Source: an optimization exercise on an open RTL-to-GDS flow (aim: small area). Production flows keep margins and buffers that such runs may drop.
Function was checked by simulation only, so behaviour that the tests miss may differ from the original.
In every run shown here, the design's own scripts or RTL, not TritonCTS, make the clock network.
The clock port is modelled as an ideal driver, which makes a skipped or thinned clock tree look cheaper than it is; a real chip needs a root buffer or a tree.
Power and IR drop assume default switching activity.

--- flow/design.v ---
module m_prescale(input clock, input reset, output [4:0] count);
	reg [4:0] ca;
	assign count = ca;
	always @(posedge clock) begin
		if(reset) ca <= 5'd0;
		else ca <= {ca[4] ^ (&ca[3:0]), ca[3] ^ (&ca[2:0]), ca[2] ^ (&ca[1:0]), ca[1] ^ ca[0], ~ca[0]};
	end
endmodule
module m_chattering_filter(input clk, input reset, input sample, input signal_in, output signal_out);
	reg signal_reg;
	assign signal_out = signal_reg;
	always @(posedge clk) begin
		if(reset) signal_reg <= 1'b0;
		else if(sample) signal_reg <= signal_in;
	end
endmodule
module m_counter #(parameter HOURS = 0) (clk, reset, increment_clock, res, ones, tens, last_clock, countup);
	input clk, reset, increment_clock, res;
	output reg [3:0] ones;
	output reg [2:0] tens;
	output reg last_clock;
	output reg countup;
	wire ones9 = ones[3] & ones[0];
	wire [3:0] ones_inc = {ones[3] ^ (&ones[2:0]), ones[2] ^ (&ones[1:0]), ones[1] ^ ones[0], ~ones[0]};
	wire tens_max = HOURS ? tens[1] : (~tens[0] & tens[1] & ~tens[2]);
	wire wrap = HOURS ? (tens[1] & ones[1] & ones[0]) : (tens_max & ones9);
	wire [2:0] tens_inc = HOURS ? {1'b0, tens[0], ~tens[0]} :
		{~tens[1] | (tens[2] & tens[0]), ~(tens[2] & tens[0]), ~tens[0] & (tens[2] ~^ tens[1])};
	wire step = increment_clock & ~last_clock;
	always @(posedge clk) begin
		if(reset) begin
			ones <= 4'd0;
			tens <= 3'd0;
			countup <= 1'b0;
			last_clock <= 1'b1;
		end
		else begin
			last_clock <= increment_clock;
			if(res) begin
				ones <= 4'd0;
				tens <= 3'd0;
			end
			else if(step) begin
				countup <= wrap;
				if(wrap) begin
					ones <= 4'd0;
					tens <= 3'd0;
				end
				else if(ones9) begin
					ones <= 4'd0;
					tens <= tens_inc;
				end
				else ones <= ones_inc;
			end
		end
	end
endmodule
module m_seven_segment(input [3:0] idat, output [6:0] odat);
	assign odat =
		(idat == 4'h0) ? 7'b1000000 :
		(idat == 4'h1) ? 7'b1111001 :
		(idat == 4'h2) ? 7'b0100100 :
		(idat == 4'h3) ? 7'b0110000 :
		(idat == 4'h4) ? 7'b0011001 :
		(idat == 4'h5) ? 7'b0010010 :
		(idat == 4'h6) ? 7'b0000010 :
		(idat == 4'h7) ? 7'b1111000 :
		(idat == 4'h8) ? 7'b0000000 : 7'b0011000;
endmodule
module m_seven_segment_tens(input [2:0] t, output [6:0] odat);
	wire a = t[0], e = t[1], f = t[2];
	assign odat = {(e ~^ f) & (a | ~e), f, e, a, ~e & f, ~a & e & ~f, a};
endmodule
module TopModule(
	input CLK1,
	input RST,
	output [7:0] HEX0,
	output [7:0] HEX1,
	output [7:0] HEX2,
	output [7:0] HEX3,
	output [7:0] HEX4,
	output [7:0] HEX5,
	input [1:0] BTN,
	output [9:0] LED,
	input [9:0] SW
	);
	wire [4:0] ca;
	m_prescale p_chat(CLK1, RST, ca);
	wire ca0 = ~|ca;
	wire increment_button, reset_button;
	wire is_second_editing, is_minute_editing, is_hour_editing;
	wire sample;
	m_chattering_filter f_inc(CLK1, RST, sample, ~BTN[0], increment_button);
	m_chattering_filter f_res(CLK1, RST, sample, ~BTN[1], reset_button);
	m_chattering_filter f_sec(CLK1, RST, sample, SW[0], is_second_editing);
	m_chattering_filter f_min(CLK1, RST, sample, SW[1], is_minute_editing);
	m_chattering_filter f_hour(CLK1, RST, sample, SW[2], is_hour_editing);
	wire is_editing = is_second_editing | is_minute_editing | is_hour_editing;
	reg [9:0] cb;
	wire cb_en = (&ca) & ~is_editing;
	always @(posedge CLK1) begin
		if(RST) cb <= 10'd0;
		else if(cb_en) cb <= {cb[9] ^ (&cb[8:0]), cb[8] ^ (&cb[7:0]), cb[7] ^ (&cb[6:0]), cb[6] ^ (&cb[5:0]),
			cb[5] ^ (&cb[4:0]), cb[4] ^ (&cb[3:0]), cb[3] ^ (&cb[2:0]), cb[2] ^ (&cb[1:0]), cb[1] ^ cb[0], ~cb[0]};
	end
	wire clock_1hz = ca0 & ~is_editing & ~|cb;
	wire [3:0] s1, m1, h1;
	wire [2:0] s10, m10, h10;
	wire second_last, minute_last, hour_last;
	wire second_countup, minute_countup, hour_countup;
	m_counter #(0) c_sec(CLK1, RST, clock_1hz | (is_second_editing & increment_button), is_second_editing & reset_button, s1, s10, second_last, second_countup);
	m_counter #(0) c_min(CLK1, RST, second_countup | (is_minute_editing & increment_button), is_minute_editing & reset_button, m1, m10, minute_last, minute_countup);
	m_counter #(1) c_hour(CLK1, RST, minute_countup | (is_hour_editing & increment_button), is_hour_editing & reset_button, h1, h10, hour_last, hour_countup);
	assign sample = ca0 & ~(clock_1hz & second_last);
	assign LED = {is_editing, 4'b0, reset_button, increment_button, is_hour_editing, is_minute_editing, is_second_editing};
	m_seven_segment d0(s1, HEX0[6:0]);
	m_seven_segment_tens d1(s10, HEX1[6:0]);
	m_seven_segment d2(m1, HEX2[6:0]);
	m_seven_segment_tens d3(m10, HEX3[6:0]);
	m_seven_segment d4(h1, HEX4[6:0]);
	assign HEX5[6:0] = {~h10[1], h10[1] | h10[0], h10[0], h10[0], h10[1], 1'b0, h10[0]};
	assign HEX0[7] = 1'b0;
	assign HEX1[7] = 1'b1;
	assign HEX2[7] = 1'b0;
	assign HEX3[7] = 1'b1;
	assign HEX4[7] = 1'b0;
	assign HEX5[7] = 1'b1;
endmodule
--- flow/flow/run.sh ---
#!/bin/bash
# Own layout flow: the standard synthesis script, with no half/full adder
# cells and no cell above the smallest drive, then the standard ORFS steps with
# area-oriented settings (smallest port buffers, cells downsized after
# floorplan, a small clock tree without dummy loads).
set -euo pipefail

# the platform's don't-use cells and every cell above the smallest drive
DONT_USE=$(tr '\n' ' ' < flow/dont_use.txt)

# The standard flow's synthesis script, with ABC mapping for area (flow/abc_override.tcl)
cat flow/abc_override.tcl synth_recipe.tcl > area_synth.tcl
AREA_ABC_SCRIPT=$PWD/flow/area.script bash standard.sh \
  "SYNTH_SCRIPT=$PWD/area_synth.tcl" \
  "DONT_USE_CELLS=$DONT_USE sky130_fd_sc_hd__ha_1 sky130_fd_sc_hd__fa_1" \
  "MIN_BUF_CELL_AND_PORTS=sky130_fd_sc_hd__buf_1 A X" \
  synth > synth.log 2>&1

bash standard.sh \
  "DONT_USE_CELLS=$DONT_USE" \
  "REMOVE_ABC_BUFFERS=1" \
  "SKIP_REPAIR_TIE_FANOUT=1" \
  "BUFFER_PORTS_ARGS=-buffer_cell sky130_fd_sc_hd__buf_1" \
  "CTS_ARGS=$(cat flow/cts_args.txt)" \
  "RECOVER_POWER=100" \
  "POST_CTS_TCL=$PWD/flow/clock_split.tcl" "CLOCK_SPLIT_COUNT=4" "CLOCK_SPLIT_CELL=sky130_fd_sc_hd__buf_4" \
  "POST_FLOORPLAN_TCL=$PWD/flow/downsize.tcl" \
  finish > finish.log 2>&1
--- flow/flow/abc_override.tcl ---
# Map with an area-oriented ABC script instead of the flow's speed script.
proc abc {args} {
  set i [lsearch -exact $args -script]
  if {$i >= 0} { lset args [expr {$i + 1}] $::env(AREA_ABC_SCRIPT) }
  yosys abc {*}$args
}
--- flow/flow/area.script ---
strash
&get -n
&deepsyn -T 20
&put
dch -f
amap
topo
--- flow/flow/clock_split.tcl ---
# After CTS: rebuild the clock tree as CLOCK_SPLIT_COUNT buffers of type
# CLOCK_SPLIT_CELL, each driven by the clock port and driving the flip-flops of
# one vertical strip of the core (sinks sorted by x), placed at the middle of
# its sinks. The buffers CTS made are removed.
set block [ord::get_db_block]
set db [ord::get_db]
set clk [$block findNet CLK1]
set k $::env(CLOCK_SPLIT_COUNT)
set master [$db findMaster $::env(CLOCK_SPLIT_CELL)]

# collect the flip-flop clock pins below the port through the CTS buffers
set sinks {}
set bufs {}
set todo [list $clk]
while {[llength $todo]} {
  set n [lindex $todo 0]
  set todo [lrange $todo 1 end]
  foreach it [$n getITerms] {
    set inst [$it getInst]
    if {[string match "*clkbuf*" [[$inst getMaster] getName]] && [$it getIoType] eq "INPUT"} {
      lappend bufs $inst
      lappend todo [[$inst findITerm X] getNet]
    } elseif {[$it getIoType] eq "INPUT"} {
      lappend sinks $it
    }
  }
}
foreach b $bufs {
  set n [[$b findITerm X] getNet]
  foreach it [$n getITerms] { $it disconnect }
  foreach it [$b getITerms] { if {[$it getNet] ne "NULL"} { $it disconnect } }
  odb::dbInst_destroy $b
  if {$n ne $clk} { odb::dbNet_destroy $n }
}
foreach it $sinks { if {[$it getNet] ne "NULL"} { $it disconnect } }

# strips by x
set keyed {}
foreach it $sinks { lappend keyed [list [lindex [[$it getInst] getLocation] 0] $it] }
set keyed [lsort -integer -index 0 $keyed]
set n [llength $keyed]
for {set g 0} {$g < $k} {incr g} {
  set lo [expr {$g * $n / $k}]
  set hi [expr {($g + 1) * $n / $k}]
  set buf [odb::dbInst_create $block $master "clkbuf_split_$g"]
  set net [odb::dbNet_create $block "clknet_split_$g"]
  $net setSigType CLOCK
  [$buf findITerm A] connect $clk
  [$buf findITerm X] connect $net
  set sx 0; set sy 0
  for {set i $lo} {$i < $hi} {incr i} {
    set it [lindex [lindex $keyed $i] 1]
    $it connect $net
    set loc [[$it getInst] getLocation]
    incr sx [lindex $loc 0]; incr sy [lindex $loc 1]
  }
  set m [expr {$hi - $lo}]
  $buf setLocation [expr {$sx / $m}] [expr {$sy / $m}]
  $buf setPlacementStatus PLACED
  puts "clock_split: $::env(CLOCK_SPLIT_CELL) clkbuf_split_$g drives $m sinks"
}
detailed_placement
estimate_parasitics -placement
--- flow/flow/cts_args.txt ---
-sink_clustering_enable -sink_clustering_size 60 -sink_clustering_max_diameter 500 -buf_list {sky130_fd_sc_hd__clkbuf_16} -dont_use_dummy_load -repair_clock_nets
--- flow/flow/dont_use.txt ---
sky130_fd_sc_hd__a2111o_2
sky130_fd_sc_hd__a2111o_4
sky130_fd_sc_hd__a2111oi_2
sky130_fd_sc_hd__a2111oi_4
sky130_fd_sc_hd__a211o_2
sky130_fd_sc_hd__a211o_4
sky130_fd_sc_hd__a211oi_2
sky130_fd_sc_hd__a211oi_4
sky130_fd_sc_hd__a21bo_2
sky130_fd_sc_hd__a21bo_4
sky130_fd_sc_hd__a21boi_2
sky130_fd_sc_hd__a21boi_4
sky130_fd_sc_hd__a21o_2
sky130_fd_sc_hd__a21o_4
sky130_fd_sc_hd__a21oi_2
sky130_fd_sc_hd__a21oi_4
sky130_fd_sc_hd__a221o_2
sky130_fd_sc_hd__a221o_4
sky130_fd_sc_hd__a221oi_2
sky130_fd_sc_hd__a221oi_4
sky130_fd_sc_hd__a22o_2
sky130_fd_sc_hd__a22o_4
sky130_fd_sc_hd__a22oi_2
sky130_fd_sc_hd__a22oi_4
sky130_fd_sc_hd__a2bb2o_2
sky130_fd_sc_hd__a2bb2o_4
sky130_fd_sc_hd__a2bb2oi_2
sky130_fd_sc_hd__a2bb2oi_4
sky130_fd_sc_hd__a311o_2
sky130_fd_sc_hd__a311o_4
sky130_fd_sc_hd__a311oi_2
sky130_fd_sc_hd__a311oi_4
sky130_fd_sc_hd__a31o_2
sky130_fd_sc_hd__a31o_4
sky130_fd_sc_hd__a31oi_2
sky130_fd_sc_hd__a31oi_4
sky130_fd_sc_hd__a32o_2
sky130_fd_sc_hd__a32o_4
sky130_fd_sc_hd__a32oi_2
sky130_fd_sc_hd__a32oi_4
sky130_fd_sc_hd__a41o_2
sky130_fd_sc_hd__a41o_4
sky130_fd_sc_hd__a41oi_2
sky130_fd_sc_hd__a41oi_4
sky130_fd_sc_hd__and2_2
sky130_fd_sc_hd__and2_4
sky130_fd_sc_hd__and2b_2
sky130_fd_sc_hd__and2b_4
sky130_fd_sc_hd__and3_2
sky130_fd_sc_hd__and3_4
sky130_fd_sc_hd__and3b_2
sky130_fd_sc_hd__and3b_4
sky130_fd_sc_hd__and4_2
sky130_fd_sc_hd__and4_4
sky130_fd_sc_hd__and4b_2
sky130_fd_sc_hd__and4b_4
sky130_fd_sc_hd__and4bb_2
sky130_fd_sc_hd__and4bb_4
sky130_fd_sc_hd__buf_12
sky130_fd_sc_hd__buf_16
sky130_fd_sc_hd__buf_2
sky130_fd_sc_hd__buf_4
sky130_fd_sc_hd__buf_6
sky130_fd_sc_hd__buf_8
sky130_fd_sc_hd__bufbuf_16
sky130_fd_sc_hd__bufbuf_8
sky130_fd_sc_hd__bufinv_16
sky130_fd_sc_hd__bufinv_8
sky130_fd_sc_hd__clkdlybuf4s15_1
sky130_fd_sc_hd__clkdlybuf4s15_2
sky130_fd_sc_hd__clkdlybuf4s18_1
sky130_fd_sc_hd__clkdlybuf4s18_2
sky130_fd_sc_hd__clkdlybuf4s25_1
sky130_fd_sc_hd__clkdlybuf4s25_2
sky130_fd_sc_hd__clkdlybuf4s50_1
sky130_fd_sc_hd__clkdlybuf4s50_2
sky130_fd_sc_hd__clkinv_16
sky130_fd_sc_hd__clkinv_2
sky130_fd_sc_hd__clkinv_4
sky130_fd_sc_hd__clkinv_8
sky130_fd_sc_hd__clkinvlp_2
sky130_fd_sc_hd__clkinvlp_4
sky130_fd_sc_hd__decap_12
sky130_fd_sc_hd__decap_3
sky130_fd_sc_hd__decap_4
sky130_fd_sc_hd__decap_6
sky130_fd_sc_hd__decap_8
sky130_fd_sc_hd__dfbbn_2
sky130_fd_sc_hd__dfrbp_2
sky130_fd_sc_hd__dfrtp_2
sky130_fd_sc_hd__dfrtp_4
sky130_fd_sc_hd__dfsbp_2
sky130_fd_sc_hd__dfstp_2
sky130_fd_sc_hd__dfstp_4
sky130_fd_sc_hd__dfxbp_2
sky130_fd_sc_hd__dfxtp_2
sky130_fd_sc_hd__dfxtp_4
sky130_fd_sc_hd__diode_2
sky130_fd_sc_hd__dlclkp_2
sky130_fd_sc_hd__dlclkp_4
sky130_fd_sc_hd__dlrbn_2
sky130_fd_sc_hd__dlrbp_2
sky130_fd_sc_hd__dlrtn_2
sky130_fd_sc_hd__dlrtn_4
sky130_fd_sc_hd__dlrtp_2
sky130_fd_sc_hd__dlrtp_4
sky130_fd_sc_hd__dlxbn_2
sky130_fd_sc_hd__dlxtn_2
sky130_fd_sc_hd__dlxtn_4
sky130_fd_sc_hd__dlygate4sd1_1
sky130_fd_sc_hd__dlygate4sd2_1
sky130_fd_sc_hd__dlygate4sd3_1
sky130_fd_sc_hd__dlymetal6s2s_1
sky130_fd_sc_hd__dlymetal6s4s_1
sky130_fd_sc_hd__dlymetal6s6s_1
sky130_fd_sc_hd__ebufn_2
sky130_fd_sc_hd__ebufn_4
sky130_fd_sc_hd__ebufn_8
sky130_fd_sc_hd__einvn_2
sky130_fd_sc_hd__einvn_4
sky130_fd_sc_hd__einvn_8
sky130_fd_sc_hd__einvp_2
sky130_fd_sc_hd__einvp_4
sky130_fd_sc_hd__einvp_8
sky130_fd_sc_hd__fa_2
sky130_fd_sc_hd__fa_4
sky130_fd_sc_hd__ha_2
sky130_fd_sc_hd__ha_4
sky130_fd_sc_hd__inv_12
sky130_fd_sc_hd__inv_16
sky130_fd_sc_hd__inv_2
sky130_fd_sc_hd__inv_4
sky130_fd_sc_hd__inv_6
sky130_fd_sc_hd__inv_8
sky130_fd_sc_hd__lpflow_bleeder_1
sky130_fd_sc_hd__lpflow_clkbufkapwr_1
sky130_fd_sc_hd__lpflow_clkbufkapwr_16
sky130_fd_sc_hd__lpflow_clkbufkapwr_2
sky130_fd_sc_hd__lpflow_clkbufkapwr_4
sky130_fd_sc_hd__lpflow_clkbufkapwr_8
sky130_fd_sc_hd__lpflow_clkinvkapwr_1
sky130_fd_sc_hd__lpflow_clkinvkapwr_16
sky130_fd_sc_hd__lpflow_clkinvkapwr_2
sky130_fd_sc_hd__lpflow_clkinvkapwr_4
sky130_fd_sc_hd__lpflow_clkinvkapwr_8
sky130_fd_sc_hd__lpflow_decapkapwr_12
sky130_fd_sc_hd__lpflow_decapkapwr_3
sky130_fd_sc_hd__lpflow_decapkapwr_4
sky130_fd_sc_hd__lpflow_decapkapwr_6
sky130_fd_sc_hd__lpflow_decapkapwr_8
sky130_fd_sc_hd__lpflow_inputiso0n_1
sky130_fd_sc_hd__lpflow_inputiso0p_1
sky130_fd_sc_hd__lpflow_inputiso1n_1
sky130_fd_sc_hd__lpflow_inputiso1p_1
sky130_fd_sc_hd__lpflow_inputisolatch_1
sky130_fd_sc_hd__lpflow_isobufsrc_1
sky130_fd_sc_hd__lpflow_isobufsrc_16
sky130_fd_sc_hd__lpflow_isobufsrc_2
sky130_fd_sc_hd__lpflow_isobufsrc_4
sky130_fd_sc_hd__lpflow_isobufsrc_8
sky130_fd_sc_hd__lpflow_isobufsrckapwr_16
sky130_fd_sc_hd__lpflow_lsbuf_lh_hl_isowell_tap_1
sky130_fd_sc_hd__lpflow_lsbuf_lh_hl_isowell_tap_2
sky130_fd_sc_hd__lpflow_lsbuf_lh_hl_isowell_tap_4
sky130_fd_sc_hd__lpflow_lsbuf_lh_isowell_4
sky130_fd_sc_hd__lpflow_lsbuf_lh_isowell_tap_1
sky130_fd_sc_hd__lpflow_lsbuf_lh_isowell_tap_2
sky130_fd_sc_hd__lpflow_lsbuf_lh_isowell_tap_4
sky130_fd_sc_hd__maj3_2
sky130_fd_sc_hd__maj3_4
sky130_fd_sc_hd__mux2_2
sky130_fd_sc_hd__mux2_4
sky130_fd_sc_hd__mux2_8
sky130_fd_sc_hd__mux2i_2
sky130_fd_sc_hd__mux2i_4
sky130_fd_sc_hd__mux4_2
sky130_fd_sc_hd__mux4_4
sky130_fd_sc_hd__nand2_2
sky130_fd_sc_hd__nand2_4
sky130_fd_sc_hd__nand2_8
sky130_fd_sc_hd__nand2b_2
sky130_fd_sc_hd__nand2b_4
sky130_fd_sc_hd__nand3_2
sky130_fd_sc_hd__nand3_4
sky130_fd_sc_hd__nand3b_2
sky130_fd_sc_hd__nand3b_4
sky130_fd_sc_hd__nand4_2
sky130_fd_sc_hd__nand4_4
sky130_fd_sc_hd__nand4b_2
sky130_fd_sc_hd__nand4b_4
sky130_fd_sc_hd__nand4bb_2
sky130_fd_sc_hd__nand4bb_4
sky130_fd_sc_hd__nor2_2
sky130_fd_sc_hd__nor2_4
sky130_fd_sc_hd__nor2_8
sky130_fd_sc_hd__nor2b_2
sky130_fd_sc_hd__nor2b_4
sky130_fd_sc_hd__nor3_2
sky130_fd_sc_hd__nor3_4
sky130_fd_sc_hd__nor3b_2
sky130_fd_sc_hd__nor3b_4
sky130_fd_sc_hd__nor4_2
sky130_fd_sc_hd__nor4_4
sky130_fd_sc_hd__nor4b_2
sky130_fd_sc_hd__nor4b_4
sky130_fd_sc_hd__nor4bb_2
sky130_fd_sc_hd__nor4bb_4
sky130_fd_sc_hd__o2111a_2
sky130_fd_sc_hd__o2111a_4
sky130_fd_sc_hd__o2111ai_2
sky130_fd_sc_hd__o2111ai_4
sky130_fd_sc_hd__o211a_2
sky130_fd_sc_hd__o211a_4
sky130_fd_sc_hd__o211ai_2
sky130_fd_sc_hd__o211ai_4
sky130_fd_sc_hd__o21a_2
sky130_fd_sc_hd__o21a_4
sky130_fd_sc_hd__o21ai_2
sky130_fd_sc_hd__o21ai_4
sky130_fd_sc_hd__o21ba_2
sky130_fd_sc_hd__o21ba_4
sky130_fd_sc_hd__o21bai_2
sky130_fd_sc_hd__o21bai_4
sky130_fd_sc_hd__o221a_2
sky130_fd_sc_hd__o221a_4
sky130_fd_sc_hd__o221ai_2
sky130_fd_sc_hd__o221ai_4
sky130_fd_sc_hd__o22a_2
sky130_fd_sc_hd__o22a_4
sky130_fd_sc_hd__o22ai_2
sky130_fd_sc_hd__o22ai_4
sky130_fd_sc_hd__o2bb2a_2
sky130_fd_sc_hd__o2bb2a_4
sky130_fd_sc_hd__o2bb2ai_2
sky130_fd_sc_hd__o2bb2ai_4
sky130_fd_sc_hd__o311a_2
sky130_fd_sc_hd__o311a_4
sky130_fd_sc_hd__o311ai_2
sky130_fd_sc_hd__o311ai_4
sky130_fd_sc_hd__o31a_2
sky130_fd_sc_hd__o31a_4
sky130_fd_sc_hd__o31ai_2
sky130_fd_sc_hd__o31ai_4
sky130_fd_sc_hd__o32a_2
sky130_fd_sc_hd__o32a_4
sky130_fd_sc_hd__o32ai_2
sky130_fd_sc_hd__o32ai_4
sky130_fd_sc_hd__o41a_2
sky130_fd_sc_hd__o41a_4
sky130_fd_sc_hd__o41ai_2
sky130_fd_sc_hd__o41ai_4
sky130_fd_sc_hd__or2_2
sky130_fd_sc_hd__or2_4
sky130_fd_sc_hd__or2b_2
sky130_fd_sc_hd__or2b_4
sky130_fd_sc_hd__or3_2
sky130_fd_sc_hd__or3_4
sky130_fd_sc_hd__or3b_2
sky130_fd_sc_hd__or3b_4
sky130_fd_sc_hd__or4_2
sky130_fd_sc_hd__or4_4
sky130_fd_sc_hd__or4b_2
sky130_fd_sc_hd__or4b_4
sky130_fd_sc_hd__or4bb_2
sky130_fd_sc_hd__or4bb_4
sky130_fd_sc_hd__probe_p_8
sky130_fd_sc_hd__probec_p_8
sky130_fd_sc_hd__sdfbbn_2
sky130_fd_sc_hd__sdfrbp_2
sky130_fd_sc_hd__sdfrtp_2
sky130_fd_sc_hd__sdfrtp_4
sky130_fd_sc_hd__sdfsbp_2
sky130_fd_sc_hd__sdfstp_2
sky130_fd_sc_hd__sdfstp_4
sky130_fd_sc_hd__sdfxbp_2
sky130_fd_sc_hd__sdfxtp_2
sky130_fd_sc_hd__sdfxtp_4
sky130_fd_sc_hd__sdlclkp_2
sky130_fd_sc_hd__sdlclkp_4
sky130_fd_sc_hd__sedfxbp_2
sky130_fd_sc_hd__sedfxtp_2
sky130_fd_sc_hd__sedfxtp_4
sky130_fd_sc_hd__xnor2_2
sky130_fd_sc_hd__xnor2_4
sky130_fd_sc_hd__xnor3_2
sky130_fd_sc_hd__xnor3_4
sky130_fd_sc_hd__xor2_2
sky130_fd_sc_hd__xor2_4
sky130_fd_sc_hd__xor3_2
sky130_fd_sc_hd__xor3_4
--- flow/flow/downsize.tcl ---
# Replace every combinational cell by the smallest-area cell of the same
# function (same name stem, other drive strength) that is not don't-use.
set db [ord::get_db]
set dont_use [split $::env(DONT_USE_CELLS)]
set masters {}
foreach lib [$db getLibs] {
  foreach m [$lib getMasters] { dict set masters [$m getName] $m }
}
set n 0
foreach inst [[ord::get_db_block] getInsts] {
  set m [$inst getMaster]
  if {[$m getType] ne "CORE"} continue
  set name [$m getName]
  if {![regexp {^(sky130_fd_sc_hd__[a-z0-9]+)_([0-9]+)$} $name -> stem drive]} continue
  if {[string match "*__df*" $stem] || [string match "*__conb" $stem]} continue
  set best $name
  set best_area [expr {[$m getWidth] * [$m getHeight]}]
  dict for {cand cm} $masters {
    if {![regexp "^${stem}_\[0-9\]+\$" $cand]} continue
    if {$cand in $dont_use} continue
    set a [expr {[$cm getWidth] * [$cm getHeight]}]
    if {$a < $best_area} { set best $cand; set best_area $a }
  }
  if {$best ne $name} {
    replace_cell [$inst getName] $best
    incr n
  }
}
puts "downsize: replaced $n cells"
--- flow/standard.sh ---
#!/bin/bash
# synth_recipe.tcl (not shown) runs the flow's synth.tcl, then flattens the netlist and writes it again
# the make line also repeats each setting of config.mk as NAME=value (left out here)
make -C /OpenROAD-flow-scripts/flow DESIGN_CONFIG=/design/flow/config.mk WORK_HOME=/design/flow/orfs CLKGATE_MAP_FILE= SYNTH_SCRIPT=/design/flow/synth_recipe.tcl "${@:-finish}"
--- flow/config.mk ---
export PLATFORM = sky130hd
export DESIGN_NAME = TopModule
export DESIGN_NICKNAME = TopModule
export VERILOG_FILES = /design/flow/design.v
export SDC_FILE = /design/flow/constraint.sdc
export NUM_CORES = 4
export LEC_CHECK = 0
export CAP_MARGIN = 20
export CORE_MARGIN = 2
export CORE_UTILIZATION = 40
export SLEW_MARGIN = 20
--- flow/constraint.sdc ---
create_clock -name core_clock -period 20.0 [get_ports {CLK1}]
set_input_delay 4.0000 -clock core_clock [delete_from_list [all_inputs] [get_ports {CLK1}]]
set_output_delay 4.0000 -clock core_clock [all_outputs]
set_load 0.01 [all_outputs]
==> results.json, run 1 <==
{
  "run_status": "complete, no violations",
  "fp-row-count": 25,
  "synthesis.area_um2": 2030,
  "hp-class": "register to register",
  "synth_cell_type_count": 28,
  "worstPathCellList": "clkbuf_1 -> clkinv_1 -> o21ai_0 -> o21bai_1 -> nor2_1 -> nor2_1 -> nand2b_1 -> o22ai_1",
  "syn-instance-count": 290,
  "gp_congestion": 0.768,
  "dieArea_um2": 5670,
  "grt_pass1_wl_um": 5990,
  "hp-start": "p_chat.ca[0]",
  "peakVddDrop_mv": 0.0768,
  "hold_ws_ns": 0.437,
  "finalClockSkew_ns": 0.0118,
  "p_leak_nw": 0.806,
  "dieWidth_um": 75.3,
  "fp.coreArea_um2": 4820,
  "grt_pass1_vias": 1475,
  "crit_path_end_kind": "register",
  "path_common_cell": "nor2_1",
  "required_ns": 20.07,
  "setup_viol": 0,
  "largest_reg_flops": 10,
  "crit_slowest_cell": "clkbuf_1",
  "arrival_ns": 6.03,
  "via_per_inst": 4.82,
  "worstSetupPathType": "input pin to register",
  "power_w": 0.000150,
  "antenna_left": 0,
  "power.density_nw_per_um2": 66.5,
  "fin_util_pct": 46.8,
  "place_inst": 386,
  "dpl.hpwl_um": 3100,
  "drt-total-wl_um": 3900,
  "hold_violations": 0,
  "reg2reg_to": "c_sec.tens[2]",
  "cts.sink_count": 45,
  "hold_path_depth": 1,
  "hold_end": "p_chat.ca[0]",
  "worstReg2RegStart": "cb[7]",
  "timing.final.crit_share_pct": 29.8,
  "critPathMaxFanout": 18,
  "fin_setup_tns_ns": 0,
  "pin_count": 72,
  "drt_iter0_drc": 29,
  "stdcell_count": 390,
  "fmax_ghz": 0.168,
  "n_antenna_cell": 0,
  "area_growth_pct": 11.0,
  "worst_path_dominant_cell_family": "buffers and inverters",
  "die_h_um": 75.3,
  "clk_latency_ns": 0.15,
  "firstDrtPassIters": 4,
  "post-route-min-period_ns": 5.96,
  "worst-path-buf-inv": 2,
  "ff2ff_path_depth": 13,
  "regToRegSetupSlack_ns": 17.38,
  "cp-start-kind": "input pin",
  "antenna_found_initial": 0,
  "slew_viol_final": 0,
  "groute.usage.overall_pct": 13.4,
  "grt_start_max_net_pins": 19,
  "drive_above_1_share_pct": 1.24,
  "slew_headroom_pct": 43.4,
  "wl_per_cell_um": 10.0,
  "worst_pin_slew_ns": 0.849,
  "yosysWarnings": 5,
  "start_util_pct": 42.2,
  "grt_remaining_overflow": 0,
  "clk_pin_slew_worst_paths_ns": 0.10,
  "max_stage_delay_ns": 0.62,
  "rsz0062_at_grt": "false",
  "syn_avg_cell_area_um2": 7.01,
  "drc_errors": 0,
  "reg.largest.list": "cb (10), p_chat.ca (5)",
  "synth_seq_cells": 45,
  "layout.nets": 339,
  "portBuffers": 53,
  "seq_area_frac_synth_pct": 44.3,
  "largest-register": "cb",
  "via_count": 1879,
  "drv_cap": 0
}
==> where the power goes <==
| group | switching (W) | leakage (nW) | total, W | internal (W) |
|---|---|---|---|---|
| Combinational | 0.0000144 | 0.421 | 0.0000211 | 0.00000663 |
| Clock | 0.0000230 | 0.0192 | 0.0000335 | 0.0000106 |
| Sequential | 0.00000237 | 0.366 | 0.0000953 | 0.0000929 |
| Total | 0.0000398 | 0.806 | 0.000150 | 0.000110 |
==> metal layers <==
metal  vias to the layer above  GRT usage, %  part of all wire, %
met5                         -             0                    0
met1                       841          16.9                   49
met4                         0          2.53                 0.51
met3                         2          3.48                  4.5
met2                        27          23.1                   46
li1                       1009             -                    -
==> cells in the mapped netlist <==
cell type,instances,area (µm²)
o21bai_1,1,7.51
and3_1,5,31.3
o32ai_1,1,8.76
o311ai_0,2,17.5
dfxtp_1,45,901
a211oi_1,3,22.5
nand4_1,1,6.26
o21a_1,2,15.0
nand2b_1,2,12.5
o21ai_0,15,75.1
a2111oi_0,1,8.76
a221oi_1,1,8.76
clkinv_1,41,154
or4_1,1,7.51
nor3_1,18,90.1
nor4_1,2,12.5
nor2b_1,2,12.5
o22ai_1,12,75.1
or2_0,3,18.8
and2_0,5,31.3
a22oi_1,2,15.0
buf_1,24,90.1
nand3_1,3,15.0
nor2_1,58,218
nand2_1,19,71.3
or3_1,3,18.8
conb_1,2,7.51
a21oi_1,16,80.1
==> cells by family (layout without fill, tap and decap cells) <==
logic type             Yosys count  count (layout)  share of synthesized area [%]
flip-flops                      45              45                           44.3
buffers and inverters           65              98                           12.0
AND/OR/NAND/NOR                122             122                           26.8
AO/OA/AOI/OAI                   56              56                           16.4
other                            2               2                          0.370
==> per-stage QoR <==
stage / instance area, µm² / setup WS [ns]
5_1_grt: 2250 / 13.71
2_1_floorplan: 1940 / 14.39
6_report: 2250 / 14.04
3_5_place_dp: 2220 / 13.90
3_3_place_gp: 2220 / 13.91
==> cells in the final DEF, fill, tap and decap left out <==
cell type,count
buf_4,4
and2_0,5
clkinv_1,41
nor3_1,18
clkbuf_1,1
nor2_1,58
a221oi_1,1
or2_0,3
conb_1,2
a2111oi_0,1
o311ai_0,2
buf_1,52
nand2b_1,2
o21ai_0,15
nand3_1,3
nand2_1,19
or4_1,1
or3_1,3
dfxtp_1,45
nor4_1,2
a22oi_1,2
o22ai_1,12
a211oi_1,3
nand4_1,1
and3_1,5
o21a_1,2
nor2b_1,2
a21oi_1,16
o32ai_1,1
o21bai_1,1
==> cell type report <==
class / count / area, µm²
well taps: 67 / 83.8
flip-flops and latches: 45 / 901
plain buffers: 4 / 30.0
multi-input cells: 180 / 887
fillers: 530 / 2560
inverters: 41 / 154
repair buffers: 53 / 199
==> worst max path at each step <==
stage	start	slack [ns]	to	depth (start not counted)
global placement	RST	13.91	c_hour.tens[1]	8
global route	RST	13.71	c_hour.tens[0]	8
finish	RST	14.04	c_hour.tens[1]	8
detailed placement	RST	13.90	c_hour.tens[1]	8
floorplan	c_min.ones[3]	14.39	HEX2[6]	7
==> inputs of run 2 (changes only) <==
--- a/flow/flow/run.sh
+++ b/flow/flow/run.sh
@@ -23,6 +23,6 @@
   "BUFFER_PORTS_ARGS=-buffer_cell sky130_fd_sc_hd__buf_1" \
   "CTS_ARGS=$(cat flow/cts_args.txt)" \
   "RECOVER_POWER=100" \
-  "POST_CTS_TCL=$PWD/flow/clock_split.tcl" "CLOCK_SPLIT_COUNT=4" "CLOCK_SPLIT_CELL=sky130_fd_sc_hd__buf_4" \
+  "POST_CTS_TCL=$PWD/flow/clock_split.tcl" "CLOCK_SPLIT_COUNT=3" "CLOCK_SPLIT_CELL=sky130_fd_sc_hd__clkbuf_8" \
   "POST_FLOORPLAN_TCL=$PWD/flow/downsize.tcl" \
   finish > finish.log 2>&1
==> run 2 against run 1 <==
  * Still clean
  * Power increased by 1.8%
  * Sequential cell count unchanged
  * Combinational power is essentially flat
  * Synthesized area unchanged
  * Critical path type unchanged
==> results.json, run 2 <==
{
  "place_inst": 386,
  "drt_iter0_drc": 41,
  "required_ns": 20.09,
  "synthArstFlopShare_pct": 0,
  "antenna_left": 0,
  "n_antenna_cell": 0,
  "largest_reg_flops": 10,
  "seq_area_frac_synth_pct": 44.3,
  "drt-total-wl_um": 3890,
  "clk_pin_slew_worst_paths_ns": 0.09,
  "finalClockSkew_ns": 0.00451,
  "yosysWarnings": 5,
  "reg.largest.list": "cb (10), p_chat.ca (5)",
  "clk_latency_ns": 0.15,
  "regToRegSetupSlack_ns": 17.41,
  "post-route-min-period_ns": 5.91,
  "synth.most_common_cell": "nor2_1",
  "grt_pass1_wl_um": 5990,
  "top_usage_layer": "met2",
  "ff2ff_path_depth": 13,
  "layout.nets": 338,
  "grt_pass1_vias": 1462,
  "synth_edf_count": 0,
  "register_area_um2": 901,
  "layout_commonest_cell": "nor2_1",
  "syn-instance-count": 290,
  "hold_path_depth": 1,
  "hold_end": "p_chat.ca[0]",
  "fp.coreArea_um2": 4820,
  "pin_count": 72,
  "synth_top_area_share_pct": 44.3,
  "stdcell_count": 389,
  "hold_violations": 0,
  "power.density_nw_per_um2": 67.3,
  "grt_start_max_net_pins": 19,
  "arrival_ns": 6.00,
  "hp-start": "p_chat.ca[0]",
  "dieArea_um2": 5670,
  "setup_viol": 0,
  "dpl.hpwl_um": 3100,
  "synth_area_leaders": "dfxtp_1 44%, nor2_1 11%, clkinv_1 7.6%",
  "slew_viol_final": 0,
  "portBuffers": 53,
  "worstSetupPathType": "input pin to register",
  "via_count": 1861,
  "fin_setup_tns_ns": 0,
  "die_h_um": 75.3,
  "cp-start-kind": "input pin",
  "peakVddDrop_mv": 0.0714,
  "timing.final.crit_share_pct": 29.6,
  "largest-register": "cb",
  "drive_above_1_share_pct": 0.932,
  "grt_remaining_overflow": 0,
  "worstReg2RegStart": "cb[7]",
  "area_growth_pct": 11.5,
  "worst_pin_slew_ns": 0.808,
  "rsz0062_at_grt": "false",
  "p_leak_nw": 0.808,
  "wl_per_cell_um": 9.99,
  "drc_errors": 0,
  "stdcell_area_um2": 2270,
  "reg2reg_to": "c_sec.tens[2]",
  "met2_usage_pct": 23.0,
  "fill_cells": 532,
  "antenna_found_initial": 0,
  "layout_common_cells": "58 x nor2_1, 52 x buf_1, 45 x dfxtp_1",
  "run_status": "complete, no violations",
  "placed_area_um2": 2220,
  "cts.sink_count": 45,
  "slew_headroom_pct": 46.1,
  "synthTopCellsByCount": "58 x nor2_1, 45 x dfxtp_1, 41 x clkinv_1",
  "drv_cap": 0,
  "synth_seq_cells": 45,
  "via_per_inst": 4.78,
  "multi_input_area_um2": 887,
  "firstDrtPassIters": 4,
  "dieWidth_um": 75.3,
  "hp-class": "register to register",
  "grtUsageMet3_pct": 3.48,
  "synth.largest_area_cell": "dfxtp_1",
  "start_util_pct": 42.2,
  "gp_congestion": 0.768,
  "fp-row-count": 25,
  "synth-main-ff-cell": "dfxtp_1",
  "fmax_ghz": 0.169,
  "crit_path_end_kind": "register",
  "groute.usage.overall_pct": 13.4,
  "power_w": 0.000153,
  "use_met1_pct": 17.0,
  "synthesis.area_um2": 2030,
  "critPathMaxFanout": 18,
  "synth_cell_type_count": 28,
  "syn_avg_cell_area_um2": 7.01
}
run 2: how the worst max path moves through the flow:
| stage | end | from | cells after the start | slack, ns |
|---|---|---|---|---|
| floorplan | HEX2[6] | c_min.ones[3] | 7 | 14.39 |
| global route | c_hour.tens[0] | RST | 8 | 13.72 |
| global placement | c_hour.tens[1] | RST | 8 | 13.91 |
| detailed placement | c_hour.tens[1] | RST | 8 | 13.90 |
| finish | c_hour.tens[1] | RST | 8 | 14.09 |
run 2: logic make-up (layout without fill, tap and decap cells):
| group | after synthesis | after routing | share of synthesized area, % |
|---|---|---|---|
| simple gates | 122 | 122 | 26.8 |
| buf+inv | 65 | 97 | 12.0 |
| compound gates | 56 | 56 | 16.4 |
| flops | 45 | 45 | 44.3 |
| other cells | 2 | 2 | 0.370 |
run 2: worst max-delay path: stages:
cell	delay, ns
clkbuf_1	0.59
clkinv_1	0.41
o21ai_0	0.29
o21bai_1	0.19
nor2_1	0.07
nor2_1	0.20
nand2b_1	0.11
o22ai_1	0.12
run 2: metrics by stage:
| step | setup slack, ns | util [%] | hold WS [ns] |
|---|---|---|---|
| floorplan | 14.39 | - | 0.404 |
| global placement | 13.91 | 46.2 | 0.421 |
| detailed placement | 13.90 | 46.2 | 0.427 |
| global route | 13.72 | 47.0 | 0.464 |
| finish | 14.09 | 47.0 | 0.436 |
run 2: final cells by class:
cell class	count	share of cell area [%]
buffer	3	1.82
inverter	41	6.79
multi-input combinational	180	39.1
sequential	45	39.8
tap	67	3.70
timing repair buffer	53	8.78
run 2: metal layers:
layer | vias up | share of wire (%)
li1 | 1008 | -
met4 | 0 | 0.36
met3 | 2 | 4.0
met2 | 27 | 46
met1 | 824 | 50
met5 | - | 0
run 2: where the power goes:
group / internal (W) / switching, W / total [W]
Combinational: 0.00000662 / 0.0000145 / 0.0000211
Clock: 0.0000139 / 0.0000224 / 0.0000363
Sequential: 0.0000929 / 0.00000238 / 0.0000953
Total: 0.000113 / 0.0000392 / 0.000153
==> inputs of run 3 (changes only) <==
--- a/flow/design.v
+++ b/flow/design.v
@@ -14,22 +14,31 @@
 		else if(sample) signal_reg <= signal_in;
 	end
 endmodule
-module m_counter #(parameter HOURS = 0) (clk, reset, increment_clock, res, ones, tens, last_clock, countup);
+module m_counter #(parameter HOURS = 0) (clk, reset, increment_clock, res, seg, tens, last_clock, countup);
 	input clk, reset, increment_clock, res;
-	output reg [3:0] ones;
+	output [6:0] seg;
 	output reg [2:0] tens;
 	output reg last_clock;
 	output reg countup;
-	wire ones9 = ones[3] & ones[0];
-	wire [3:0] ones_inc = {ones[3] ^ (&ones[2:0]), ones[2] ^ (&ones[1:0]), ones[1] ^ ones[0], ~ones[0]};
+	reg [3:0] ones;
+	localparam [3:0] ZERO = HOURS ? 4'd13 : 4'd15;
+	wire [3:0] ones_inc;
+	wire ones9, ones3;
+	generate
+		if (HOURS) begin : g24
+			m_ones24 d(ones, ones_inc, ones9, ones3, seg);
+		end else begin : g60
+			m_ones60 d(ones, ones_inc, ones9, ones3, seg);
+		end
+	endgenerate
 	wire tens_max = HOURS ? tens[1] : (~tens[0] & tens[1] & ~tens[2]);
-	wire wrap = HOURS ? (tens[1] & ones[1] & ones[0]) : (tens_max & ones9);
+	wire wrap = HOURS ? (tens[1] & ones3) : (tens_max & ones9);
 	wire [2:0] tens_inc = HOURS ? {1'b0, tens[0], ~tens[0]} :
 		{~tens[1] | (tens[2] & tens[0]), ~(tens[2] & tens[0]), ~tens[0] & (tens[2] ~^ tens[1])};
 	wire step = increment_clock & ~last_clock;
 	always @(posedge clk) begin
 		if(reset) begin
-			ones <= 4'd0;
+			ones <= ZERO;
 			tens <= 3'd0;
 			countup <= 1'b0;
 			last_clock <= 1'b1;
@@ -37,17 +46,17 @@
 		else begin
 			last_clock <= increment_clock;
 			if(res) begin
-				ones <= 4'd0;
+				ones <= ZERO;
 				tens <= 3'd0;
 			end
 			else if(step) begin
 				countup <= wrap;
 				if(wrap) begin
-					ones <= 4'd0;
+					ones <= ZERO;
 					tens <= 3'd0;
 				end
 				else if(ones9) begin
-					ones <= 4'd0;
+					ones <= ZERO;
 					tens <= tens_inc;
 				end
 				else ones <= ones_inc;
@@ -55,17 +64,35 @@
 		end
 	end
 endmodule
-module m_seven_segment(input [3:0] idat, output [6:0] odat);
-	assign odat =
-		(idat == 4'h0) ? 7'b1000000 :
-		(idat == 4'h1) ? 7'b1111001 :
-		(idat == 4'h2) ? 7'b0100100 :
-		(idat == 4'h3) ? 7'b0110000 :
-		(idat == 4'h4) ? 7'b0011001 :
-		(idat == 4'h5) ? 7'b0010010 :
-		(idat == 4'h6) ? 7'b0000010 :
-		(idat == 4'h7) ? 7'b1111000 :
-		(idat == 4'h8) ? 7'b0000000 : 7'b0011000;
+module m_ones60(input [3:0] q, output [3:0] next, output is9, output is3, output [6:0] seg);
+	assign next[0] = (~q[1] & q[3]) | (~q[2] & q[3]);
+	assign next[1] = (~q[1] & ~q[2]) | (~q[0] & q[1] & q[2] & q[3]);
+	assign next[2] = (~q[0]);
+	assign next[3] = (~q[1] & ~q[3]) | (~q[0] & ~q[1]);
+	assign is9 = (q[0] & q[2] & ~q[3]);
+	assign is3 = 1'b0;
+	assign seg[0] = (~q[0] & ~q[1] & ~q[3]);
+	assign seg[1] = (~q[1] & q[3]);
+	assign seg[2] = (~q[0] & q[1] & q[2] & q[3]);
+	assign seg[3] = (~q[1] & ~q[3]);
+	assign seg[4] = (~q[3]) | (~q[0] & ~q[1]);
+	assign seg[5] = (~q[1] & ~q[2]) | (~q[0] & q[1] & q[2]);
+	assign seg[6] = (~q[1] & ~q[2]) | (q[0] & q[1]);
+endmodule
+module m_ones24(input [3:0] q, output [3:0] next, output is9, output is3, output [6:0] seg);
+	assign next[0] = (q[1]) | (~q[0]);
+	assign next[1] = (~q[2]) | (~q[1] & ~q[3]) | (~q[0] & ~q[3]);
+	assign next[2] = (~q[2]) | (q[0] & ~q[3]);
+	assign next[3] = (q[0] & q[3]) | (~q[0] & ~q[3]);
+	assign is9 = (~q[2] & ~q[3]);
+	assign is3 = (~q[1] & ~q[3]);
+	assign seg[0] = (~q[0] & ~q[1]) | (~q[0] & ~q[3]);
+	assign seg[1] = (q[0] & q[1] & q[3]);
+	assign seg[2] = (q[0] & q[1] & ~q[3]);
+	assign seg[3] = (~q[1] & ~q[2]) | (~q[0] & ~q[3]);
+	assign seg[4] = (~q[2]) | (~q[1] & ~q[3]) | (~q[0] & ~q[3]);
+	assign seg[5] = (q[0] & q[2] & ~q[3]) | (~q[1] & ~q[2] & q[3]);
+	assign seg[6] = (~q[1] & q[3]);
 endmodule
 module m_seven_segment_tens(input [2:0] t, output [6:0] odat);
 	wire a = t[0], e = t[1], f = t[2];
@@ -104,7 +131,7 @@
 			cb[5] ^ (&cb[4:0]), cb[4] ^ (&cb[3:0]), cb[3] ^ (&cb[2:0]), cb[2] ^ (&cb[1:0]), cb[1] ^ cb[0], ~cb[0]};
 	end
 	wire clock_1hz = ca0 & ~is_editing & ~|cb;
-	wire [3:0] s1, m1, h1;
+	wire [6:0] s1, m1, h1;
 	wire [2:0] s10, m10, h10;
 	wire second_last, minute_last, hour_last;
 	wire second_countup, minute_countup, hour_countup;
@@ -113,11 +140,11 @@
 	m_counter #(1) c_hour(CLK1, RST, minute_countup | (is_hour_editing & increment_button), is_hour_editing & reset_button, h1, h10, hour_last, hour_countup);
 	assign sample = ca0 & ~(clock_1hz & second_last);
 	assign LED = {is_editing, 4'b0, reset_button, increment_button, is_hour_editing, is_minute_editing, is_second_editing};
-	m_seven_segment d0(s1, HEX0[6:0]);
+	assign HEX0[6:0] = s1;
 	m_seven_segment_tens d1(s10, HEX1[6:0]);
-	m_seven_segment d2(m1, HEX2[6:0]);
+	assign HEX2[6:0] = m1;
 	m_seven_segment_tens d3(m10, HEX3[6:0]);
-	m_seven_segment d4(h1, HEX4[6:0]);
+	assign HEX4[6:0] = h1;
 	assign HEX5[6:0] = {~h10[1], h10[1] | h10[0], h10[0], h10[0], h10[1], 1'b0, h10[0]};
 	assign HEX0[7] = 1'b0;
 	assign HEX1[7] = 1'b1;
--- a/flow/flow/run.sh
+++ b/flow/flow/run.sh
@@ -23,6 +23,6 @@
   "BUFFER_PORTS_ARGS=-buffer_cell sky130_fd_sc_hd__buf_1" \
   "CTS_ARGS=$(cat flow/cts_args.txt)" \
   "RECOVER_POWER=100" \
-  "POST_CTS_TCL=$PWD/flow/clock_split.tcl" "CLOCK_SPLIT_COUNT=3" "CLOCK_SPLIT_CELL=sky130_fd_sc_hd__clkbuf_8" \
+  "POST_CTS_TCL=$PWD/flow/clock_split.tcl" "CLOCK_SPLIT_COUNT=4" "CLOCK_SPLIT_CELL=sky130_fd_sc_hd__buf_4" \
   "POST_FLOORPLAN_TCL=$PWD/flow/downsize.tcl" \
   finish > finish.log 2>&1
==> run 3 against run 2 <==
  * Still clean on timing, DRC and antenna
  * Setup slack better by 0.57 ns
  * Hold slack improved by 0.014 ns
  * Register-to-register slack gained 0.12 ns
  * Largest cell class unchanged
==> results.json, run 3 <==
{
  "area_growth_pct": 11.3,
  "synthesis.area_um2": 2000,
  "pin_count": 72,
  "clk_latency_ns": 0.15,
  "drt-total-wl_um": 4100,
  "grt_remaining_overflow": 0,
  "wl_per_cell_um": 10.9,
  "yosysWarnings": 5,
  "synth.largest_area_cell": "dfxtp_1",
  "setup_viol": 0,
  "fin_util_pct": 46.6,
  "drc_errors": 0,
  "post-route-min-period_ns": 5.34,
  "rsz0062_at_grt": "false",
  "p_comb_share_pct": 17.1,
  "syn_avg_cell_area_um2": 7.28,
  "dpl.hpwl_um": 3190,
  "layout_commonest_cell": "buf_1",
  "clk_pin_slew_worst_paths_ns": 0.10,
  "cp-start-kind": "register",
  "grt_pass1_wl_um": 6910,
  "required_ns": 16.00,
  "worstSetupPathType": "register to output port",
  "drv_cap": 0,
  "power.density_nw_per_um2": 71.1,
  "antenna_left": 0,
  "slew_headroom_pct": 62.6,
  "synthTopCellsByCount": "45 x dfxtp_1, 44 x nor2_1, 38 x clkinv_1",
  "synth_area_leaders": "dfxtp_1 45%, nor2_1 8.2%, clkinv_1 7.1%",
  "n_antenna_cell": 0,
  "cts.sink_count": 45,
  "via_count": 1832,
  "hp-class": "register to register",
  "run_status": "complete, no violations",
  "peakVddDrop_mv": 0.0399,
  "hold_violations": 0,
  "power.share.clock_pct": 20.7,
  "fp.coreArea_um2": 4790,
  "largest-register": "cb",
  "finalClockSkew_ns": 0.0182,
  "synth-main-ff-cell": "dfxtp_1",
  "p_sw_w": 0.0000450,
  "gp_congestion": 0.852,
  "drive_above_1_share_pct": 1.29,
  "groute.usage.overall_pct": 15.7,
  "crit_path_end_kind": "output port",
  "slew_viol_final": 0,
  "fp-row-count": 25,
  "synth.most_common_cell": "dfxtp_1",
  "antenna_found_initial": 0,
  "firstDrtPassIters": 4,
  "worst_pin_slew_ns": 0.556,
  "grt_pass1_vias": 1613,
  "synthArstFlopShare_pct": 0,
  "dieArea_um2": 5590,
  "reg.largest.list": "cb (10), p_chat.ca (5)",
  "dieWidth_um": 74.8,
  "grt_start_max_net_pins": 13,
  "start_util_pct": 41.9,
  "largest_reg_flops": 10,
  "fin_setup_tns_ns": 0,
  "syn-instance-count": 275,
  "portBuffers": 53,
  "fmax_ghz": 0.187,
  "layout_common_cells": "54 x buf_1, 45 x dfxtp_1, 44 x nor2_1",
  "layout.nets": 325,
  "p_seq_share_pct": 62.1,
  "power_w": 0.000158,
  "arrival_ns": 1.34,
  "die_h_um": 74.8,
  "intPower_w": 0.000113,
  "netSwitchingFraction_pct": 28.4,
  "synth_edf_count": 0,
  "critPathMaxFanout": 7,
  "via_per_inst": 4.87,
  "synth_top_area_share_pct": 45.0,
  "synth_seq_cells": 45,
  "p_leak_nw": 0.800,
  "timing.final.crit_share_pct": 26.7,
  "synth_cell_type_count": 33,
  "seq_area_frac_synth_pct": 45.0,
  "drt_iter0_drc": 60
}
## run 3: power by group through the flow
stage / sequential [W] / combinational (W) / clock [W]
after floorplan: 0.000100 / 0.0000178 / 0
after global placement: 0.000100 / 0.0000272 / 0
after detailed placement: 0.000101 / 0.0000274 / 0
after global routing: 0.0000996 / 0.0000312 / 0.0000378
final: 0.0000985 / 0.0000272 / 0.0000328
## run 3: metrics by stage
step	setup WS (ns)	instance area [µm²]	std cells	hold slack, ns
2_1_floorplan	14.92	1910	251	0.404
3_3_place_gp	14.46	2200	372	0.427
3_5_place_dp	14.52	2200	372	0.437
5_1_grt	14.43	2230	376	0.488
6_report	14.66	2230	376	0.450
## run 3: layout make-up
type                    count  area (µm²)
well taps                  67        83.8
inverters                  38         143
multi-input cells         168         870
fillers                   526        2560
repair buffers             54         203
flip-flops and latches     45         901
plain buffers               4        30.0
## run 3: cells by family after synthesis
| logic type | Yosys count | synth area share, % |
|---|---|---|
| AND/OR/NAND/NOR | 100 | 22.9 |
| flip-flops | 45 | 45.0 |
| other | 2 | 0.375 |
| buffers and inverters | 62 | 11.6 |
| AO/OA/AOI/OAI | 66 | 20.2 |
## run 3: metal layers
metal / vias up / track usage [%] / part of all wire [%]
li1: 986 / - / -
met1: 811 / 21.0 / 49
met2: 32 / 26.6 / 46
met3: 3 / 3.08 / 3.9
met4: 0 / 2.98 / 0.61
met5: - / 0 / 0
## run 3: final timing paths
path	start	end	slack (ns)	depth (start not counted)
min reg2reg	p_chat.ca[0]	p_chat.ca[0]	0.45	1
max	c_sec.ones[1]	HEX0[2]	14.66	3
min	p_chat.ca[0]	p_chat.ca[0]	0.45	1
max reg2reg	cb[7]	c_sec.tens[1]	17.53	10
## run 3: worst max-delay path, cell delays in order (launching register included)
cell,delay (ns)
dfxtp_1,0.43
clkinv_1,0.20
nor4_1,0.38
buf_1,0.19
==> inputs of run 4 (changes only) <==
--- a/flow/design.v
+++ b/flow/design.v
@@ -85,7 +85,7 @@
 	assign next[2] = (~q[2]) | (q[0] & ~q[3]);
 	assign next[3] = (q[0] & q[3]) | (~q[0] & ~q[3]);
 	assign is9 = (~q[2] & ~q[3]);
-	assign is3 = (~q[1] & ~q[3]);
+	assign is3 = (~q[1] & q[2] & ~q[3]);
 	assign seg[0] = (~q[0] & ~q[1]) | (~q[0] & ~q[3]);
 	assign seg[1] = (q[0] & q[1] & q[3]);
 	assign seg[2] = (q[0] & q[1] & ~q[3]);
==> run 4 against run 3 <==
  * Still clean on timing, DRC and antenna
  * Via count barely moved
  * Combinational power fell by 8.8%
  * Sequential cell count did not move
  * Largest power group unchanged
  * Highest routed layer unchanged
==> results.json, run 4 <==
{
  "synth-adder-area-share_pct": 0,
  "hp-class": "register to register",
  "grt_start_max_net_pins": 21,
  "post-route-min-period_ns": 5.80,
  "use_met1_pct": 18.6,
  "layout_commonest_cell": "buf_1",
  "drc_errors": 0,
  "worst_pin_slew_ns": 0.872,
  "slew_viol_final": 0,
  "synth_area_leaders": "dfxtp_1 45%, nor2_1 7.8%, clkinv_1 7.1%",
  "grt_remaining_overflow": 0,
  "synth_edf_count": 0,
  "largest_reg_flops": 10,
  "drive_above_1_share_pct": 1.31,
  "power.share.clock_pct": 21.0,
  "grtUsageMet3_pct": 3.21,
  "arrival_ns": 5.89,
  "peakVddDrop_mv": 0.0732,
  "worstSetupPathType": "input pin to register",
  "p_leak_nw": 0.776,
  "p_sw_w": 0.0000434,
  "dieArea_um2": 5620,
  "synth-main-ff-cell": "dfxtp_1",
  "clk_latency_ns": 0.15,
  "area_growth_pct": 11.1,
  "via_count": 1833,
  "max_stage_delay_ns": 0.64,
  "via_per_inst": 4.93,
  "drt_iter0_drc": 56,
  "fin_util_pct": 46.7,
  "finalClockSkew_ns": 0.0135,
  "synth_cell_type_count": 30,
  "dieWidth_um": 75.0,
  "grt_pass1_vias": 1536,
  "die_h_um": 75.0,
  "synthTopCellsByCount": "45 x dfxtp_1, 42 x nor2_1, 38 x clkinv_1",
  "power.density_nw_per_um2": 70.1,
  "wl_per_cell_um": 11.0,
  "synth_top_family_by_area": "simple AND/OR/NAND/NOR gates",
  "largest-register": "cb",
  "yosys.area_share.xor_xnor_pct": 0,
  "path_common_cell": "clkinv_1",
  "cts.sink_count": 45,
  "drv_cap": 0,
  "top_usage_layer": "met2",
  "grt_pass1_wl_um": 6490,
  "cp-start-kind": "input pin",
  "p_seq_share_pct": 63.2,
  "fmax_ghz": 0.172,
  "synth_compound_area_share_pct": 20.2,
  "netSwitchingFraction_pct": 27.7,
  "worst-path-buf-inv": 3,
  "syn_avg_cell_area_um2": 7.41,
  "firstDrtPassIters": 4,
  "synth.most_common_cell": "dfxtp_1",
  "syn-instance-count": 272,
  "worstPathCellList": "clkbuf_1 -> clkinv_1 -> o21ai_0 -> clkinv_1 -> nand4_1 -> o22a_1",
  "synthArstFlopShare_pct": 0,
  "yosysWarnings": 5,
  "dpl.hpwl_um": 3070,
  "hold_violations": 0,
  "antenna_left": 0,
  "worst_path_dominant_cell_family": "buffers and inverters",
  "hold_ws_ns": 0.457,
  "synth_top_area_share_pct": 44.7,
  "antenna_found_initial": 0,
  "slew_headroom_pct": 41.8,
  "fin_setup_tns_ns": 0,
  "pin_count": 72,
  "drt-total-wl_um": 4090,
  "layout.nets": 321,
  "layout_common_cells": "52 x buf_1, 45 x dfxtp_1, 42 x nor2_1",
  "seq_area_frac_synth_pct": 44.7,
  "required_ns": 20.09,
  "stdcell_area_um2": 2240,
  "run_status": "complete, no violations",
  "reg.largest.list": "cb (10), p_chat.ca (5)",
  "met2_usage_pct": 25.4,
  "synth.largest_area_cell": "dfxtp_1",
  "synth_seq_cells": 45,
  "synthesis.area_um2": 2010,
  "start_util_pct": 42.1,
  "fp.coreArea_um2": 4790,
  "synthSimpleGateAreaFrac_pct": 23.1,
  "crit_slowest_cell": "clkbuf_1",
  "crit_path_end_kind": "register",
  "p_comb_share_pct": 15.8,
  "groute.usage.overall_pct": 14.5,
  "n_antenna_cell": 0,
  "muxShareOfSynthArea_pct": 0,
  "fp-row-count": 25,
  "portBuffers": 53,
  "setup_viol": 0,
  "intPower_w": 0.000113,
  "clk_pin_slew_worst_paths_ns": 0.10,
  "gp_congestion": 0.793,
  "placed_area_um2": 2210,
  "timing.final.crit_share_pct": 29.0,
  "critPathMaxFanout": 20,
  "rsz0062_at_grt": "false"
}
[run 4: power groups by stage]
stage,Clock (W),Combinational (W),Sequential (W)
final,0.0000329,0.0000248,0.0000991
after global routing,0.0000371,0.0000285,0.000100
after detailed placement,0,0.0000250,0.000101
after global placement,0,0.0000250,0.000101
after floorplan,0,0.0000170,0.000101
[run 4: per-layer routing]
| layer | wire [µm] | vias to the layer above |
|---|---|---|
| li1 | - | 984 |
| met1 | 1980 | 806 |
| met2 | 1880 | 41 |
| met3 | 195 | 2 |
| met4 | 24 | 0 |
| met5 | 0 | - |
[run 4: cell families (layout without fill, tap and decap cells)]
| kind of cell | after synthesis | after routing |
|---|---|---|
| AO/OA/AOI/OAI | 62 | 62 |
| buffers and inverters | 62 | 95 |
| flip-flops | 45 | 45 |
| other | 2 | 2 |
| AND/OR/NAND/NOR | 101 | 101 |
[run 4: final cells by class]
class	count	area, µm²
tap	67	83.8
timing repair buffer	53	199
multi-input combinational	165	881
buffer	4	30.0
sequential	45	901
inverter	38	143
fill	493	2550
[run 4: stage by stage]
| stage | worst slack (ns) | power, W | cells |
|---|---|---|---|
| after floorplan | 14.93 | 0.000118 | 248 |
| after global placement | 14.05 | 0.000126 | 368 |
| after detailed placement | 14.08 | 0.000126 | 368 |
| final | 14.20 | 0.000157 | 372 |
| after global routing | 13.98 | 0.000166 | 372 |
[run 4: path summary, 6_finish.rpt]
check / cells after the start / start / slack [ns] / end
min: 1 / p_chat.ca[0] / 0.46 / p_chat.ca[0]
min reg2reg: 1 / p_chat.ca[0] / 0.46 / p_chat.ca[0]
max reg2reg: 10 / p_chat.ca[0] / 17.61 / cb[9]
max: 6 / RST / 14.20 / c_sec.ones[0]
==> inputs of run 5 (changes only) <==
--- a/flow/design.v
+++ b/flow/design.v
@@ -85,7 +85,7 @@
 	assign next[2] = (~q[2]) | (q[0] & ~q[3]);
 	assign next[3] = (q[0] & q[3]) | (~q[0] & ~q[3]);
 	assign is9 = (~q[2] & ~q[3]);
-	assign is3 = (~q[1] & q[2] & ~q[3]);
+	assign is3 = (~q[1] & ~q[3]);
 	assign seg[0] = (~q[0] & ~q[1]) | (~q[0] & ~q[3]);
 	assign seg[1] = (q[0] & q[1] & q[3]);
 	assign seg[2] = (q[0] & q[1] & ~q[3]);
==> flow/flow/area.script (replaced) <==
strash
&get -n
&deepsyn -T 20
&dch -f
&nf -R 1000 -p
&put
topo
--- a/flow/flow/clock_split.tcl
+++ b/flow/flow/clock_split.tcl
@@ -1,6 +1,6 @@
 # After CTS: rebuild the clock tree as CLOCK_SPLIT_COUNT buffers of type
 # CLOCK_SPLIT_CELL, each driven by the clock port and driving the flip-flops of
-# one vertical strip of the core (sinks sorted by x), placed at the middle of
+# one part of the core (sinks halved alternately by x and y), placed at the middle of
 # its sinks. The buffers CTS made are removed.
 set block [ord::get_db_block]
 set db [ord::get_db]
@@ -34,30 +34,39 @@
 }
 foreach it $sinks { if {[$it getNet] ne "NULL"} { $it disconnect } }
 
-# strips by x
-set keyed {}
-foreach it $sinks { lappend keyed [list [lindex [[$it getInst] getLocation] 0] $it] }
-set keyed [lsort -integer -index 0 $keyed]
-set n [llength $keyed]
-for {set g 0} {$g < $k} {incr g} {
-  set lo [expr {$g * $n / $k}]
-  set hi [expr {($g + 1) * $n / $k}]
+# groups by recursive halving, alternately by x and by y
+proc split_groups {items k axis} {
+  if {$k <= 1} { return [list $items] }
+  set keyed {}
+  foreach it $items { lappend keyed [list [lindex [[$it getInst] getLocation] $axis] $it] }
+  set keyed [lsort -integer -index 0 $keyed]
+  set n [llength $keyed]
+  set k1 [expr {$k / 2}]
+  set cut [expr {$n * $k1 / $k}]
+  set a {}; set b {}
+  for {set i 0} {$i < $n} {incr i} {
+    if {$i < $cut} { lappend a [lindex [lindex $keyed $i] 1] } else { lappend b [lindex [lindex $keyed $i] 1] }
+  }
+  return [concat [split_groups $a $k1 [expr {1 - $axis}]] [split_groups $b [expr {$k - $k1}] [expr {1 - $axis}]]]
+}
+set g 0
+foreach group [split_groups $sinks $k 0] {
   set buf [odb::dbInst_create $block $master "clkbuf_split_$g"]
   set net [odb::dbNet_create $block "clknet_split_$g"]
   $net setSigType CLOCK
   [$buf findITerm A] connect $clk
   [$buf findITerm X] connect $net
   set sx 0; set sy 0
-  for {set i $lo} {$i < $hi} {incr i} {
-    set it [lindex [lindex $keyed $i] 1]
+  foreach it $group {
     $it connect $net
     set loc [[$it getInst] getLocation]
     incr sx [lindex $loc 0]; incr sy [lindex $loc 1]
   }
-  set m [expr {$hi - $lo}]
+  set m [llength $group]
   $buf setLocation [expr {$sx / $m}] [expr {$sy / $m}]
   $buf setPlacementStatus PLACED
   puts "clock_split: $::env(CLOCK_SPLIT_CELL) clkbuf_split_$g drives $m sinks"
+  incr g
 }
 detailed_placement
 estimate_parasitics -placement
==> run 5 against run 4 <==
  * Still clean on timing, DRC and antenna
  * First-iteration DRC count grew 41%
  * Register-to-register slack lost 0.03 ns
  * Utilization grew 0.10 points
==> results.json, run 5 <==
{
  "largest-register": "cb",
  "synth_edf_count": 0,
  "layout.nets": 308,
  "fp-row-count": 25,
  "synth.most_common_cell": "dfxtp_1",
  "fin_util_pct": 46.8,
  "antenna_found_initial": 0,
  "die_h_um": 75.0,
  "post-route-min-period_ns": 5.78,
  "worst-path-buf-inv": 2,
  "gp_congestion": 0.770,
  "clk_pin_slew_worst_paths_ns": 0.11,
  "hold_violations": 0,
  "synthArstFlopShare_pct": 0,
  "crit_cells": 7,
  "slew_headroom_pct": 53.9,
  "wl_per_cell_um": 10.9,
  "dieArea_um2": 5620,
  "ff2ff_path_depth": 9,
  "portBuffers": 53,
  "n_antenna_cell": 0,
  "p_leak_nw": 0.848,
  "worstSetupPathType": "input pin to register",
  "reg.largest.list": "cb (10), p_chat.ca (5)",
  "crit_start": "RST",
  "muxShareOfSynthArea_pct": 0,
  "drt_iter0_drc": 79,
  "synth_compound_area_share_pct": 21.4,
  "largest_reg_flops": 10,
  "start_util_pct": 42.1,
  "fp.coreArea_um2": 4790,
  "yosys.area_share.xor_xnor_pct": 0.435,
  "run_status": "complete, no violations",
  "hp-start": "c_min.countup",
  "dieWidth_um": 75.0,
  "layout_commonest_cell": "buf_1",
  "clk_latency_ns": 0.14,
  "groute.usage.overall_pct": 14.3,
  "cts.sink_count": 45,
  "crit_path_end_kind": "register",
  "pin_count": 72,
  "max_stage_delay_ns": 0.58,
  "grt_remaining_overflow": 0,
  "arrival_ns": 5.83,
  "fmax_ghz": 0.173,
  "peakVddDrop_mv": 0.0423,
  "synthTopCellsByCount": "45 x dfxtp_1, 28 x a21oi_1, 24 x buf_1",
  "worstReg2RegStart": "p_chat.ca[0]",
  "worstPathCellList": "buf_1 -> clkbuf_1 -> a21oi_1 -> o311ai_0 -> o21bai_1 -> nand2_1 -> a22o_1",
  "yosysWarnings": 5,
  "drc_errors": 0,
  "via_per_inst": 4.96,
  "crit_slowest_cell": "clkbuf_1",
  "rsz0062_at_grt": "false",
  "synthesis.area_um2": 2020,
  "syn-instance-count": 258,
  "timing.final.crit_share_pct": 28.9,
  "area_growth_pct": 11.2,
  "syn_avg_cell_area_um2": 7.81,
  "power.density_nw_per_um2": 74.2,
  "via_count": 1779,
  "drv_cap": 0,
  "grt_pass1_vias": 1456,
  "synth.largest_area_cell": "dfxtp_1",
  "slew_viol_final": 0,
  "required_ns": 20.05,
  "worst_pin_slew_ns": 0.692,
  "fill_cells": 525,
  "synthSimpleGateAreaFrac_pct": 27.6,
  "register_area_um2": 901,
  "hp-class": "register to register",
  "critPathMaxFanout": 18,
  "layout_common_cells": "53 x buf_1, 45 x dfxtp_1, 28 x a21oi_1",
  "synth_top_family_by_area": "simple AND/OR/NAND/NOR gates",
  "synth-main-ff-cell": "dfxtp_1",
  "grt_pass1_wl_um": 6300,
  "worst_path_dominant_cell_family": "buffers and inverters",
  "antenna_left": 0,
  "synth_seq_cells": 45,
  "drive_above_1_share_pct": 1.37,
  "multi_input_area_um2": 1000,
  "grt_start_max_net_pins": 27,
  "seq_area_frac_synth_pct": 44.7,
  "drt-total-wl_um": 3930,
  "fin_setup_tns_ns": 0,
  "hold_path_depth": 2,
  "synth_cell_type_count": 34,
  "synth_area_leaders": "dfxtp_1 45%, a21oi_1 7.0%, buf_1 4.5%",
  "dpl.hpwl_um": 2880,
  "setup_viol": 0,
  "synth-adder-area-share_pct": 0,
  "firstDrtPassIters": 4,
  "synth_top_area_share_pct": 44.7,
  "cp-start-kind": "input pin",
  "finalClockSkew_ns": 0.00941
}
-- run 5: cell types whose count changed after synthesis, sizes merged, moves of 5 or more --
cell,previous run,this run
clkinv,38,6
o32a,6,1
nor2b,0,14
nor3,21,15
nand2,13,23
nor2,42,22
a21oi,17,28
-- run 5: kinds of logic (layout without fill, tap and decap cells) --
family	after synthesis	in the layout
xor gates and xnor gates	1	1
AOI/OAI and AO/OA	71	71
buffers and inverters	30	64
DFF	45	45
other	2	2
and+or+nand+nor	109	109
-- run 5: final cells by class --
class	instances	area share, %
plain buffers	4	1.34
repair buffers	54	9.04
well taps	67	3.74
flip-flops and latches	45	40.2
multi-input cells	183	44.7
inverters	6	1.00
-- run 5: path summary, 6_finish.rpt --
| check | end | slack [ns] |
|---|---|---|
| setup / recovery | c_hour.tens[1] | 14.22 |
| setup reg to reg | cb[9] | 17.58 |
| hold reg to reg | c_min.countup | 0.47 |
| hold / removal | c_min.countup | 0.47 |
-- run 5: tightest hold or removal path, cell delays in order, from the launching register on --
cell,delay [ns]
dfxtp_1,0.32
clkinv_1,0.04
o32ai_1,0.07
-- run 5: stage by stage --
step	cells	cell area (µm²)	total power (W)	setup slack, ns	hold slack, ns
3_5_place_dp	354	2210	0.000136	14.14	0.459
6_report	359	2240	0.000166	14.22	0.475
5_1_grt	359	2240	0.000177	14.01	0.490
2_1_floorplan	234	1930	0.000125	15.04	0.433
3_3_place_gp	354	2210	0.000136	14.10	0.451
-- run 5: where the power goes --
group	leakage (nW)	switching [W]	total (W)	internal, W
logic	0.462	0.0000181	0.0000306	0.0000125
clock network	0.0192	0.0000217	0.0000322	0.0000105
registers	0.366	0.00000843	0.000104	0.0000951
total	0.848	0.0000482	0.000166	0.000118
-- run 5: per-layer routing --
| layer | routed length (µm) | vias to the layer above | share of wire, % | global-route usage [%] |
|---|---|---|---|---|
| li1 | - | 957 | - | - |
| met5 | 0 | - | 0 | 0 |
| met2 | 1570 | 43 | 40 | 21.0 |
| met4 | 70 | 0 | 1.8 | 6.94 |
| met3 | 214 | 5 | 5.5 | 2.68 |
| met1 | 2070 | 774 | 53 | 20.3 |

Re-timed with assumed drivers on the ports (clkbuf_16 on the clock, buf_2 on other inputs), run 5 has 14.242 ns of setup slack against 14.219 ns with ideal ports, and 14.056 ns once port delays also move by the mid clock arrival of 0.185 ns.
